Background: an optimization exercise with open tools, aiming at small area, a short achievable clock period and few clock cycles. Do not read the settings as production practice. Function was checked by simulation only, so behaviour that the tests miss may differ from the original.

## flow/design.v (module list and top-level ports; edited modules follow where they fit)
// module Milestone1: 985 lines
module Milestone1 (
	input  logic        Clock,
	input  logic        Resetn,
	input  logic        Enable,
	output logic [17:0] SRAM_address,
	input  logic [15:0] SRAM_read_data,
	output logic [15:0] SRAM_write_data,
	output logic        SRAM_we_n
);
  // ...
==> flow/flow/run.sh <==
#!/bin/bash
set -euo pipefail
sed 's/SETUP_SLACK_MARGIN=5 /SETUP_SLACK_MARGIN=8.6 /' standard.sh > standard_margin.sh
grep -q 'SETUP_SLACK_MARGIN=8.6 ' standard_margin.sh
bash standard_margin.sh > standard_margin.log 2>&1
==> flow/standard.sh <==
#!/bin/bash
# synth_recipe.tcl (not shown) runs the flow's synth.tcl, then flattens the netlist and writes it again
# the make line also repeats each setting of config.mk as NAME=value (left out here)
make -C /OpenROAD-flow-scripts/flow DESIGN_CONFIG=/design/flow/config.mk WORK_HOME=/design/flow/orfs CLKGATE_MAP_FILE= SYNTH_SCRIPT=/design/flow/synth_recipe.tcl "${@:-finish}"
==> flow/config.mk <==
export PLATFORM = sky130hd
export DESIGN_NAME = Milestone1
export DESIGN_NICKNAME = Milestone1
export VERILOG_FILES = /design/flow/design.v
export SDC_FILE = /design/flow/constraint.sdc
export NUM_CORES = 4
export LEC_CHECK = 0
export CAP_MARGIN = 20
export CORE_MARGIN = 2
export CORE_UTILIZATION = 60
export CTS_CLUSTER_DIAMETER = 100
export CTS_CLUSTER_SIZE = 24
export PLACE_DENSITY = 0.75
export SETUP_SLACK_MARGIN = 5
export SLEW_MARGIN = 20
==> flow/constraint.sdc <==
create_clock -name core_clock -period 12.0 [get_ports {Clock}]
set_input_delay 2.4000 -clock core_clock [delete_from_list [all_inputs] [get_ports {Clock}]]
set_output_delay 2.4000 -clock core_clock [all_outputs]
set_load 0.01 [all_outputs]
==> flow_metrics.py, run 1 <==
metrics = {
    "logic_synthesis": {
        "ys_types": 76,
        "yosysSeqAreaShare_pct": 39.81,
        "synth_seq_cells": 406,
        "avgSynthCellArea_um2": 11.34,
        "synth.most_common_cell": "inv_1",
        "synthAdderAreaFrac_pct": 30.45,
        "synth_top_family_by_area": "adder cells",
        "synth_top_cell_by_area": "edfxtp_1",
    },
    "worst_setup_path": {
        "cpPeakStageDelay_ps": 540,
        "crit_family": "flip-flops",
        "critPathRequiredTime_ps": 9600,
        "timing.rr.start": "py[2]",
    },
    "sta": {
        "finalClockSkew_ps": 12.47,
        "tns_ps": 0,
        "tightest_slew_ps": 1037,
    },
    "finish": {
        "clkbuf_count": 35,
        "design.seq.count": 406,
        "diodes": 0,
        "seq_area_um2": 10190,
        "mostFrequentLayoutCell": "inv_1",
        "seq_share_pct": 36.73,
    },
    "clock_tree": {
        "cts-root-buf": "clkbuf_16",
    },
    "global_route": {
        "antenna_found_initial": 0,
        "grt_overflow": 0,
    },
    "floorplanning": {
        "rows": 75,
        "die_y_um": 209.5,
        "die-area_um2": 43900,
    },
    "place": {
        "port_buffers": 53,
        "place_hpwl_um": 42470,
    },
    "flow_run": {
        "maxCapViolCount": 0,
    },
    "outcome": {
        "status": "finished clean",
    },
    "route": {
        "wl_met3_um": 3113,
    },
}
Testbench counts, summed over its fixed seeds: cycles 1,545,712.
==> inputs of run 2 (changes only) <==
--- a/flow/design.v
+++ b/flow/design.v
@@ -15,21 +15,22 @@
 logic       busy, first, oddB;
 logic [7:0] col;
 logic [3:0] ph;
 logic [15:0] p;    
 logic [17:0] wa;   
 logic [7:0] wU [0:5];
 logic [7:0] wV [0:5];
 logic [7:0] hU, vh1, vh2;
-logic [15:0] Yh;
+logic [7:0] Y1h;    
 logic [7:0] B0h, G1h, B1h;
 wire [7:0] rd_hi = SRAM_read_data[15:8];
 wire [7:0] rd_lo = SRAM_read_data[7:0];
 logic selV;   
+logic selE;   
 wire [7:0] fa = selV ? wV[0] : wU[0];
 wire [7:0] fb = selV ? wV[1] : wU[1];
 wire [7:0] fc = selV ? wV[2] : wU[2];
 wire [7:0] fd = selV ? wV[3] : wU[3];
 wire [7:0] fe = selV ? wV[4] : wU[4];
 wire [7:0] ff = selV ? wV[5] : wU[5];
 logic [8:0] s1, s2, s3;
 always_ff @(posedge Clock) begin
@@ -211,22 +212,22 @@
 	end
 	FVa <= tf_a[16:8]; FVb <= tf_b[16:8]; FVc <= fl[8];
 end
 wire [8:0] FU = FUa + FUb + {8'd0, FUc};
 wire [8:0] FV = FVa + FVb + {8'd0, FVc};
 logic [7:0] py;
 logic signed [8:0] pu, pv;
 always_ff @(posedge Clock) begin
-	if (selV) begin
-		py <= Yh[15:8];
+	if (selE) begin
+		py <= rd_hi;       
 		pu <= {~wU[2][7], ~wU[2][7], wU[2][6:0]};
 		pv <= {~wV[2][7], ~wV[2][7], wV[2][6:0]};
 	end else begin
-		py <= Yh[7:0];
+		py <= Y1h;
 		pu <= FU;
 		pv <= FV;
 	end
 end
 wire txr_0 = py[5] ^ py[3];
 wire txr_1 = py[5] & py[3];
 wire txr_2 = py[6] ^ py[4] ^ py[2];
 wire txr_3 = (py[6] & py[4]) | (py[6] & py[2]) | (py[4] & py[2]);
@@ -917,22 +918,24 @@
 always_ff @(posedge Clock) begin
 	if (~busy) begin
 		col <= 8'd159;
 		ph <= 4'd0;
 		p <= 16'd0;
 		wa <= RGB_BASE - 18'd5;
 		first <= 1'b1;
 		selV <= 1'b0;
+		selE <= 1'b0;
 		oddB <= 1'b0;
 		SRAM_address <= U_BASE;
 	end else begin
 		col <= ncol;
 		ph <= nph;
 		selV <= (nph == 4'd1);
+		selE <= (nph == 4'd0);
 		oddB <= (ph == 4'd4);
 		if (ph == 4'd1 & c0) first <= 1'b0;
 		if (nwrite) begin
 			SRAM_address <= wa;
 			wa <= wa + 18'd1;
 		end else if (nreadY) begin
 			SRAM_address <= {2'b00, p};
 			p <= p + 16'd1;
@@ -967,18 +970,18 @@
 		vh2 <= rd_lo;
 	end else if (vhi) begin
 		vh1 <= rd_lo;
 	end else if (ph == 4'd2 & ceven & cle154) begin
 		vh1 <= vh2;
 	end
 end
 always_ff @(posedge Clock) begin
-	if (ph == 4'd0) Yh <= SRAM_read_data;
-	if (ph == 4'd3) begin
+	if (ph == 4'd0) Y1h <= rd_lo;
+	if (ph == 4'd2) begin
 		SRAM_write_data <= {Ro, Go};
 		B0h <= Bo;
 	end else if (oddB) begin
 		SRAM_write_data <= {B0h, Ro};
 		G1h <= Go;
 		B1h <= Bo;
 	end else if (ph == 4'd1) begin
 		SRAM_write_data <= {G1h, B1h};
==> run 2 against run 1 <==
  * Still clean on timing, DRC and antenna
  * Maximum frequency fell by 3.2%
  * Register-to-register slack got worse by 180 ps
  * Clock skew rose by 9.4 ps
  * Cell count fell by 0.38%
  * Hold slack improved by 3.5 ps
  * Cell area fell by 0.82%
  * Global-route usage rose by 0.46 points
  * Via count barely moved
  * Routed wire length rose by 1.6%
==> flow_metrics.py, run 2 <==
metrics = {
    "flow_run": {
        "maxCapViolCount": 0,
    },
    "floorplanning": {
        "die-area_um2": 43610,
        "rows": 75,
        "ioPinCount": 54,
        "start_util_pct": 60.42,
        "die_x_um": 208.8,
        "core_um2": 41670,
        "die_y_um": 208.8,
    },
    "place": {
        "dp.cells": 2774,
        "gp_congestion": 0.9401,
        "port_buffers": 53,
        "place_hpwl_um": 43570,
        "placed_cell_area_um2": 26280,
    },
    "clock_tree": {
        "clock_path_buffers": 3,
        "insertion_delay_ps": 560,
        "cts-root-buf": "clkbuf_16",
        "cts_tree": "yes",
        "cts_buffers": 21,
        "htreeDepth": 1,
        "ctsHoldBuffers": 0,
        "clk_transition_reported_paths_ps": 90,
        "cts_sinks": 399,
    },
    "logic_synthesis": {
        "synth_nets": 2711,
        "syn-cell-area_um2": 25170,
        "synthTopCellsByArea": "edfxtp_1, fa_1, dfxtp_1",
        "yosysTopAreaCellShare_pct": 22.31,
        "synthAdderAreaFrac_pct": 30.71,
        "synth_edf_count": 187,
        "synthSimpleGateAreaFrac_pct": 7.555,
        "synth_flop_cell": "dfxtp_1",
        "synth_common_cells": "inv_1, fa_1, ha_1",
        "synth_top_family_by_area": "adder cells",
        "yosysSeqAreaShare_pct": 39.21,
        "ys_async_sr_fraction_pct": 0.5013,
        "synth.most_common_cell": "inv_1",
        "synth.area.mux_share_pct": 4.473,
        "synth-compound-area-share_pct": 8.126,
        "synth_top_cell_by_area": "edfxtp_1",
        "synth_xor_area_share_pct": 3.027,
        "synth_seq_cells": 399,
        "ys_types": 78,
        "yosysWarnings": 3,
        "syn_inst": 2223,
        "avgSynthCellArea_um2": 11.32,
    },
    "worst_setup_path": {
        "critPathRequiredTime_ps": 12450,
        "crit_family": "adder cells",
        "worstPathMaxFanout": 2,
        "critPathArrivalTime_ps": 4160,
        "cp_slowest_cell": "fa_1",
        "cp-end-kind": "register",
        "r2r_cells": 11,
        "cpPeakStageDelay_ps": 550,
        "cp.buffers_inverters": 2,
        "startpoint_type": "register",
        "crit_type": "reg -> reg",
        "timing.rr.start": "py[2]",
        "r2r_end": "cg",
        "crit_chain": "fa_1, inv_2, fa_1, inv_1, fa_1, fa_1, ha_1, a211o_1, or3_1, o21bai_1, o21ai_1",
        "rrSetupSlack_ps": 8290,
        "cpMostUsedCell": "fa_1",
    },
    "sta": {
        "finalHoldViolCount": 0,
        "period_needed_ps": 3711,
        "tightest_slew_ps": 1006,
        "tns_ps": 0,
        "finalClockSkew_ps": 21.87,
        "slew_violations": 0,
        "grt_setup_unrepaired": "yes",
        "final.period_utilization_pct": 30.93,
        "timing.fmax_mhz": 269.4,
        "maxSlewHeadroom_pct": 32.72,
        "setup_viol": 0,
    },
    "min_path": {
        "worstHoldStart": "wV[3][0]",
        "hold_end": "wV[2][0]",
        "hold_depth": 0,
        "worstHoldPathType": "reg -> reg",
    },
    "route": {
        "totalWireLength_um": 56580,
        "vias": 16100,
        "drc": 0,
        "drtAntennaViolNets": 0,
        "vias_per_cell": 5.627,
        "first_pass_iters": 5,
        "wl_per_cell_um": 19.77,
        "drtIter0Drc": 1107,
    },
    "finish": {
        "nNetsFinal": 2795,
        "final_cells": 2861,
        "drive_gt1_share_pct": 12.70,
        "fill_cells": 3138,
        "mostFrequentLayoutCells": "inv_1, fa_1, ha_1",
        "mostFrequentLayoutCell": "inv_1",
        "multiInputGateArea_um2": 13790,
        "diodes": 0,
        "fin_util_pct": 66.02,
        "reg_top3": "wU (48), wV (48)",
        "area_delta_synth_final_pct": 9.274,
        "seq_area_um2": 9971,
        "design_area_um2": 27510,
    },
    "global_route": {
        "grt_usage_pct": 26.31,
        "grt_pass1_wl_um": 89670,
        "grt_overflow": 0,
        "antenna_found_initial": 2,
        "grt_pass1_vias": 16530,
        "grt_max_degree": 50,
    },
    "outcome": {
        "status": "finished clean",
    },
}
-- run 2: cell types whose count changed after synthesis, sizes merged, moves of 8 or more --
cell,delta
o21ai,-18
a211oi,+14
nor2,-14
o21a,-12
nand3,+9
edfxtp,-8
-- run 2: routing by layer --
metal  global-route usage [%]  part of all wire [%]  wire, um  vias up
li1                         -                     -         -     7557
met1                    38.38                    44     25140     8020
met2                    42.79                    47     26730      453
met3                    3.727                   6.6      3708       68
met4                    4.704                   1.8       998        0
met5                        0                     0         0        -
-- run 2: cell families after synthesis --
group / Yosys count
and+or+nand+nor: 377
xor gates and xnor gates: 87
adders and majority gates: 469
AOI/OAI and AO/OA: 328
buffers and inverters: 459
DFF: 399
muxes: 104
-- run 2: how the worst max path moves through the flow --
stage          start  to  slack, ps  cells past startpoint
3_3_place_gp   pv[8]  cg       8110                     10
6_report       py[2]  cg       8290                     11
3_5_place_dp   pv[8]  cg       8030                     10
4_1_cts        py[4]  cg       8330                     11
2_1_floorplan  py[4]  cg       8450                     11
5_1_grt        py[2]  cg       8210                     11
-- run 2: metrics by stage --
stage	setup WS, ps	hold slack [ps]
global route	8211	455.7
detailed placement	8034	429.4
global placement	8107	423.7
CTS	8329	451.6
finish	8289	451.5
floorplan	8449	418.2
-- run 2: repair_timing --
| action | 4_1_cts | 5_1_grt |
|---|---|---|
| resized for setup | 197 | 67 |
| buffers inserted | 26 | 23 |
| pin swaps | 3 | 25 |
| setup endpoints to repair | 69 | 78 |
-- run 2: cell type report --
| cell class | count | area share (%) |
|---|---|---|
| flip-flops and latches | 399 | 36.25 |
| clock inverters | 3 | 0.1637 |
| multi-input cells | 1365 | 50.14 |
| clock buffers | 35 | 2.138 |
| repair buffers | 111 | 3.166 |
| inverters | 409 | 5.695 |
| well taps | 539 | 2.452 |
-- run 2: worst reg2reg max path, stage by stage (launching register included) --
cell and delay (ps):
dfxtp_4 380, fa_1 550, inv_2 50, fa_1 490, inv_1 50, fa_1 500, fa_1 420, ha_1 320
a211o_1 270, or3_1 320, o21bai_1 190, o21ai_1 70
Testbench counts of run 2, summed over its fixed seeds: cycles 1,545,712.

## re-timing with driven ports
No port has a modelled driver above. Below, the same layouts with a new extraction and two added sets of constraints.
Step 1: set_driving_cell puts a clkbuf_16 on Clock and a buf_2 on each other input, an assumption about the parent block.
Step 2 times the ports against the registers' clock, not the clock port: input delays grow and output delays shrink by t, the midpoint of the rising clock arrivals with the driver on.
Slacks: ideal / step 1 / step 2; pairs: ideal / step 1.
run	shift t [ns]	setup slack, ns	clock arrival spread, ns	worst data-port slew with drivers (ns)	cell pins on the clock port's net
run 1	0.607	8.407 / 8.350 / 8.452	0.014 / 0.013	0.04	1
run 2	0.607	8.289 / 8.289 / 8.289	0.022 / 0.022	0.03	1
After both steps every run listed still meets setup and hold.
